Context: an optimization exercise on an open-source flow, tuned for small area and a short achievable clock period. The choices shown serve that exercise and are no tape-out recipe.
Function was checked by simulation only, so behaviour that the tests miss may differ from the original.
Power and IR drop assume default switching activity.

==> flow/design.v <==
`timescale 1ns / 1ps
module core(
    input clk, rst_ni,
    input [31:0] instr,
    input [31:0] data_in,
    output [31:0] out_FU_me,
    output mw_o,
    output [31:0] pc_o, write_data_M
    );
    integer i;
    reg [31:0] pc_q, instr_id, pc_id;
    reg [31:0] pc_out;   
    wire stall;
    wire pcsel;
    reg [31:0] target_ex;
    wire [31:0] pc_inc = pc_q + 32'd1;
    wire [31:0] pc_hold = stall ? pc_q : pc_inc;
    wire [31:0] pc_nxt = pcsel ? target_ex : pc_hold;
    wire [31:0] pc_d, pc_out_d;
    clr32 u_clr_pc(.d(pc_nxt), .en(rst_ni), .q(pc_d));
    clr32 u_clr_pco(.d(pc_nxt), .en(rst_ni), .q(pc_out_d));
    always @(posedge clk) begin
        pc_q <= pc_d;
        pc_out <= pc_out_d;
        if (~stall) instr_id <= instr;
    end
    always @(posedge clk) if (~stall) pc_id <= pc_q;
    assign pc_o = pc_out;
    reg rst_d;
    always @(posedge clk) rst_d <= ~rst_ni;
    wire [6:0] opc = instr_id[6:0] & {7{~rst_d}};
    wire [2:0] f3  = instr_id[14:12];
    wire [4:0] rs1 = instr_id[19:15];
    wire [4:0] rs2 = instr_id[24:20];
    wire [4:0] rd  = instr_id[11:7];
    wire o_lui   = opc == 7'b0110111;
    wire o_auipc = opc == 7'b0010111;
    wire o_jal   = opc == 7'b1101111;
    wire o_jalr  = opc == 7'b1100111;
    wire o_br    = opc == 7'b1100011;
    wire o_ld    = opc == 7'b0000011;
    wire o_st    = opc == 7'b0100011;
    wire o_opi   = opc == 7'b0010011;
    wire o_op    = opc == 7'b0110011;
    wire o_alu   = o_opi | o_op;
    wire d_mb  = o_lui | o_auipc | o_ld | o_st | o_opi;
    wire d_md  = o_lui | o_ld;
    wire d_we  = o_lui | o_auipc | o_jal | o_jalr | o_ld | o_opi | o_op;
    wire d_pcw = o_lui | o_jal | o_jalr;
    wire d_pcs = o_lui | o_auipc;
    wire d_s2  = (o_alu & instr_id[30]) | o_br;
    wire [2:0] d_f3 = o_alu ? f3 : 3'b000;
    wire [31:0] imm_t = instr_id[3] ? {{12{instr_id[31]}}, instr_id[19:12], instr_id[20], instr_id[30:21], 1'b0}
                      : instr_id[2] ? {20'b0, instr_id[31:20]}
                      : {19'b0, instr_id[31], instr_id[7], instr_id[30:25], instr_id[11:8], 1'b0};
    reg [31:0] imm;
    always @(*) begin
        imm = 0;
        if (o_lui | o_auipc) imm = {instr_id[31:12], 12'b0};
        if (o_jal)  imm = {{12{instr_id[31]}}, instr_id[19:12], instr_id[20], instr_id[30:21], 1'b0};
        if (o_jalr | o_ld | o_opi) imm = {20'b0, instr_id[31:20]};
        if (o_br)   imm = {19'b0, instr_id[31], instr_id[7], instr_id[30:25], instr_id[11:8], 1'b0};
        if (o_st)   imm = {20'b0, instr_id[31:25], instr_id[11:7]};
    end
    reg [31:0] A_op, B_fwd, link_ex;
    reg [2:0] f3_ex, bf3_ex;
    reg s2_ex, mb_ex, bc_ex, jb_ex, we_ex, md_ex, pcw_ex, mw_ex;
    reg [4:0] rd_ex;
    reg [31:0] B_op;     
    reg [31:0] fu_me, wd_me, link_me, wb;
    reg mw_me, we_me, md_me, pcw_me, we_wb;
    reg [4:0] rd_me, rd_wb;
    assign out_FU_me = fu_me;
    assign write_data_M = wd_me;
    assign mw_o = mw_me;
    assign stall = md_ex & ((rd_ex == rs1) | (rd_ex == rs2));
    wire [31:0] wbval = pcw_me ? link_me : (md_me ? data_in : fu_me);
    wire fA_m = we_ex & (rd_ex == rs1) & (|rs1);
    wire fA_w = we_me & (rd_me == rs1) & (|rs1);
    wire fB_m = we_ex & (rd_ex == rs2) & (|rs2);
    wire fB_w = we_me & (rd_me == rs2) & (|rs2);
    wire [31:0] fu;
    ex_alu u_alu(.A_op(A_op), .B(B_op), .s2_ex(s2_ex),
                 .f3_ex(f3_ex), .fu(fu));
    ex_br u_br(.A_op(A_op), .B_fwd(B_fwd), .bf3_ex(bf3_ex), .bc_ex(bc_ex), .jb_ex(jb_ex),
               .pcsel(pcsel));
    reg [31:0] rf [1:31];
    reg [31:1] valid;
    wire [31:0] oh1 = 32'd1 << rs1;
    wire [31:0] oh2 = 32'd1 << rs2;
    wire [31:0] ohw = 32'd1 << rd_wb;
    wire [31:1] sel1 = valid & oh1[31:1];
    wire [31:1] sel2 = valid & oh2[31:1];
    wire sA_pc = d_pcs;
    wire sA_fu = ~d_pcs & fA_m;
    wire sA_wb = ~d_pcs & ~fA_m & fA_w;
    wire sA_rf = ~(d_pcs | fA_m | fA_w);
    wire sB_fu = fB_m;
    wire sB_wb = ~fB_m & fB_w;
    wire sB_rf = ~(fB_m | fB_w);
    wire [31:0] rdA, rdB;
    wire [31:1] wsel = {31{we_wb}} & ohw[31:1];
    wire [31:1] wseln = ~wsel;
    wire [31:0] a_next, b_next;
    wire [31:0] rf_nxt [1:31];
    genvar gr, gb;
    generate for (gb = 0; gb < 32; gb = gb + 1) begin : g_bit
        wire [31:1] q;
        for (gr = 1; gr < 32; gr = gr + 1) begin : g_reg
            assign q[gr] = rf[gr][gb];
            rf_ao22 u_hold(.a1(wsel[gr]), .a2(wb[gb]), .b1(wseln[gr]), .b2(rf[gr][gb]), .y(rf_nxt[gr][gb]));
        end
        rf_rd31 u_ra(.s(sel1), .q(q), .y(rdA[gb]));
        rf_rd31 u_rb(.s(sel2), .q(q), .y(rdB[gb]));
    end endgenerate
    assign a_next = ({32{sA_pc}} & pc_q) | ({32{sA_fu}} & fu) | ({32{sA_wb}} & wbval)
                  | ({32{sA_rf}} & rdA);
    assign b_next = ({32{sB_fu}} & fu) | ({32{sB_wb}} & wbval) | ({32{sB_rf}} & rdB);
    always @(posedge clk)
        for (i = 1; i < 32; i = i + 1) rf[i] <= rf_nxt[i];
    always @(posedge clk or negedge rst_ni) begin
        if (~rst_ni) valid <= 0;
        else valid <= valid | wsel;
    end
    wire [10:0] ctl_d;
    clr11 u_clr_ctl(.d({d_f3, d_s2, d_mb, o_br, o_jal | o_jalr, d_we, d_md, d_pcw, o_st}),
                    .en(rst_ni), .q(ctl_d));
    always @(posedge clk)
        {f3_ex, s2_ex, mb_ex, bc_ex, jb_ex, we_ex, md_ex, pcw_ex, mw_ex} <= ctl_d;
    always @(posedge clk) begin
        A_op <= a_next;
        B_fwd <= b_next;
        B_op <= d_mb ? imm : b_next;
        link_ex <= pc_inc;
        target_ex <= pc_id + (imm_t >> 2);
        bf3_ex <= f3;
        rd_ex <= rd;
    end
    wire [31:0] fu_d, wd_d;
    wire [2:0] mctl_d;
    clr32 u_clr_fu(.d(fu & {32{~rst_d}}), .en(rst_ni), .q(fu_d));
    clr32 u_clr_wd(.d(B_fwd & {32{~rst_d}}), .en(rst_ni), .q(wd_d));
    clr3 u_clr_mctl(.d({mw_ex, we_ex, we_me}), .en(rst_ni), .q(mctl_d));
    always @(posedge clk) begin
        fu_me <= fu_d; wd_me <= wd_d;
        {mw_me, we_me, we_wb} <= mctl_d;
    end
    always @(posedge clk) begin
        md_me <= md_ex; pcw_me <= pcw_ex; rd_me <= rd_ex; link_me <= (pcw_ex & md_ex) ? imm : link_ex;
        wb <= wbval; rd_wb <= rd_me;
    end
endmodule
module rf_aoi222(input a1, a2, b1, b2, c1, c2, output y);
    assign y = ~((a1 & a2) | (b1 & b2) | (c1 & c2));
endmodule
module rf_nand2(input a, b, output y);
    assign y = ~(a & b);
endmodule
module rf_ao22(input a1, a2, b1, b2, output y);
    assign y = (a1 & a2) | (b1 & b2);
endmodule
module rf_rd31(input [31:1] s, input [31:1] q, output y);
    wire [10:0] g;
    genvar k;
    generate for (k = 0; k < 10; k = k + 1) begin : g3
        rf_aoi222 u(.a1(s[3*k+1]), .a2(q[3*k+1]), .b1(s[3*k+2]), .b2(q[3*k+2]),
                    .c1(s[3*k+3]), .c2(q[3*k+3]), .y(g[k]));
    end endgenerate
    rf_nand2 u10(.a(s[31]), .b(q[31]), .y(g[10]));
    assign y = ~&g;
endmodule
module ex_alu(input [31:0] A_op, B, input s2_ex, input [2:0] f3_ex,
              output [31:0] fu);
    integer i;
    wire [31:0] Bx = B ^ {32{s2_ex}};
    wire [33:0] sum34 = {1'b0, A_op, 1'b1} + {1'b0, Bx, s2_ex};
    wire [31:0] sum = sum34[32:1];
    wire c28 = sum[28] ^ A_op[28] ^ Bx[28];
    wire sgn_d = A_op[31] ^ B[31];
    wire slt  = sgn_d ? A_op[31] : sum[31];
    wire sltu0 = sgn_d ? ~A_op[31] : ~c28;
    wire [31:0] S = A_op ^ B;
    wire [31:0] C = A_op & B;
    wire fill = f3_ex[2] & s2_ex & A_op[31];
    reg [31:0] a_rev, r_rev;
    always @(*) for (i = 0; i < 32; i = i + 1) a_rev[i] = A_op[31-i];
    wire [31:0] sh_in = f3_ex[2] ? A_op : a_rev;
    wire [32:0] sh_t = $signed({fill, sh_in}) >>> B[4:0];
    wire [31:0] sh_r = (|B[31:5]) ? {32{fill}} : sh_t[31:0];
    always @(*) for (i = 0; i < 32; i = i + 1) r_rev[i] = sh_r[31-i];
    wire s_add = f3_ex == 3'b000;
    wire s_sll = f3_ex == 3'b001;
    wire s_slt = f3_ex == 3'b010;
    wire s_sltu = f3_ex == 3'b011;
    wire s_xor = f3_ex == 3'b100;
    wire s_srl = f3_ex == 3'b101;
    wire s_or  = f3_ex == 3'b110;
    wire s_and = f3_ex == 3'b111;
    wire [31:0] lo = {31'b0, (s_slt & slt) | (s_sltu & sltu0)};
    wire [31:0] hi = {{31{s_sltu & sgn_d}}, 1'b0};
    assign fu = ({32{s_add}} & sum) | ({32{s_xor | s_or}} & S) | ({32{s_and | s_or}} & C)
              | ({32{s_sll}} & r_rev) | ({32{s_srl}} & sh_r) | lo | hi;
endmodule
module ex_br(input [31:0] A_op, B_fwd, input [2:0] bf3_ex, input bc_ex, jb_ex, output pcsel);
    wire br_eq = A_op == B_fwd;
    wire br_lt28 = A_op[27:0] < B_fwd[27:0];
    wire br_hi_eq = A_op[30:28] == B_fwd[30:28];
    wire br_hi_lt = A_op[30:28] < B_fwd[30:28];
    wire br_ltu31 = br_hi_lt | (br_hi_eq & br_lt28);
    wire br_lts = (A_op[31] ^ B_fwd[31]) ? A_op[31] : br_ltu31;
    reg cond;
    always @(*) begin
        case (bf3_ex)
            3'b000: cond = br_eq;
            3'b001: cond = ~br_eq;
            3'b100: cond = br_lts;
            3'b101: cond = ~br_lts;
            3'b110: cond = br_lt28;
            3'b111: cond = ~br_lt28;
            default: cond = 1'b0;
        endcase
    end
    assign pcsel = jb_ex | (bc_ex & cond);
endmodule
module clr32(input [31:0] d, input en, output [31:0] q);
    assign q = d & {32{en}};
endmodule
module clr11(input [10:0] d, input en, output [10:0] q);
    assign q = d & {11{en}};
endmodule
module clr3(input [2:0] d, input en, output [2:0] q);
    assign q = d & {3{en}};
endmodule
clock: 22.0 ns
lec_check: 0
cap_margin: 20
core_margin: 2
core_utilization: 35
place_density: 0.55
slew_margin: 20
synth_hierarchical: 1
standard.sh (not shown) runs the stock make flow with config.mk's settings and CLKGATE_MAP_FILE= SYNTH_SCRIPT=/design/flow/synth_recipe.tcl, a recipe that flattens the netlist after the stock synthesis.
==> flow/flow/run.sh <==
#!/bin/bash
# The standard layout, with two changes:
#  - the ports are buffered with plain buffers instead of delay cells;
#  - clock tree synthesis clusters up to 28 flip-flops per leaf buffer and
#    inserts no dummy loads.
export BUFFER_PORTS_ARGS="-buffer_cell sky130_fd_sc_hd__buf_2"
export CTS_ARGS="-sink_clustering_enable -repair_clock_nets -dont_use_dummy_load -sink_clustering_size 28 -sink_clustering_max_diameter 100"
bash standard.sh > standard.log 2>&1
Next try:
--- a/flow/design.v
+++ b/flow/design.v
@@ -21,11 +21,18 @@
     clr32 u_clr_pco(.d(pc_nxt), .en(rst_ni), .q(pc_out_d));
     always @(posedge clk) begin
         pc_q <= pc_d;
         pc_out <= pc_out_d;
-        if (~stall) instr_id <= instr;
-    end
-    always @(posedge clk) if (~stall) pc_id <= pc_q;
+        instr_id <= id_d;
+    end
+    always @(posedge clk) pc_id <= pcid_d;
+    wire nstall = ~stall;
+    wire [31:0] id_d, pcid_d;
+    genvar gh;
+    generate for (gh = 0; gh < 32; gh = gh + 1) begin : g_hold
+        rf_ao22 u_i(.a1(nstall), .a2(instr[gh]), .b1(stall), .b2(instr_id[gh]), .y(id_d[gh]));
+        rf_ao22 u_p(.a1(nstall), .a2(pc_q[gh]), .b1(stall), .b2(pc_id[gh]), .y(pcid_d[gh]));
+    end endgenerate
     assign pc_o = pc_out;
     reg rst_d;
     always @(posedge clk) rst_d <= ~rst_ni;
     wire [6:0] opc = instr_id[6:0] & {7{~rst_d}};
@@ -73,9 +80,16 @@
     assign out_FU_me = fu_me;
     assign write_data_M = wd_me;
     assign mw_o = mw_me;
     assign stall = md_ex & ((rd_ex == rs1) | (rd_ex == rs2));
-    wire [31:0] wbval = pcw_me ? link_me : (md_me ? data_in : fu_me);
+    wire wsl = pcw_me, wsd = ~pcw_me & md_me, wsf = ~pcw_me & ~md_me;
+    wire [31:0] wbval_n, wbval;
+    genvar gw;
+    generate for (gw = 0; gw < 32; gw = gw + 1) begin : g_wbv
+        rf_aoi222 u(.a1(wsl), .a2(link_me[gw]), .b1(wsd), .b2(data_in[gw]), .c1(wsf), .c2(fu_me[gw]),
+                    .y(wbval_n[gw]));
+    end endgenerate
+    assign wbval = ~wbval_n;
     wire fA_m = we_ex & (rd_ex == rs1) & (|rs1);
     wire fA_w = we_me & (rd_me == rs1) & (|rs1);
     wire fB_m = we_ex & (rd_ex == rs2) & (|rs2);
     wire fB_w = we_me & (rd_me == rs2) & (|rs2);
Outcome: The new run produced a clean layout. Area after synthesis decreases by 0.49%. Non-clock buffer count decreases by 7. Fmax decreases by 3.7%. First-iteration DRC count decreases by 3.0%. Worst hold slack degrades by 0.0035 ns. Core utilization is about the same. Via count increases by 0.67%. Clock power decreases by about 6%. Power decreases by 2.8%. Worst setup slack degrades by 0.22 ns.

what the ideal ports hide:
The results above use ideal ports. As a check the final layouts listed here were re-extracted and re-timed, cells and wires unchanged.
Step 1 assumes that a clkbuf_16 drives the clock port and a buf_2 every other input.
Step 2, shift: input delay + t, output delay - t, t = (earliest + latest rising clock arrival at the registers) / 2. This alone moves slack from input paths to output paths.
a / b / c = ideal / step 1 / step 2; a / b = the first two.
run	t, ns	setup WS [ns]	worst setup path after step 2
the first run	0.788	16.335 / 16.251 / 16.000	input to register
the second run	0.797	16.117 / 16.030 / 15.627	input to register
After both steps every run listed still meets setup and hold. For the second run, which loses most, drivers alone change the setup slack by -0.087 ns; drivers and shift together by -0.490 ns.
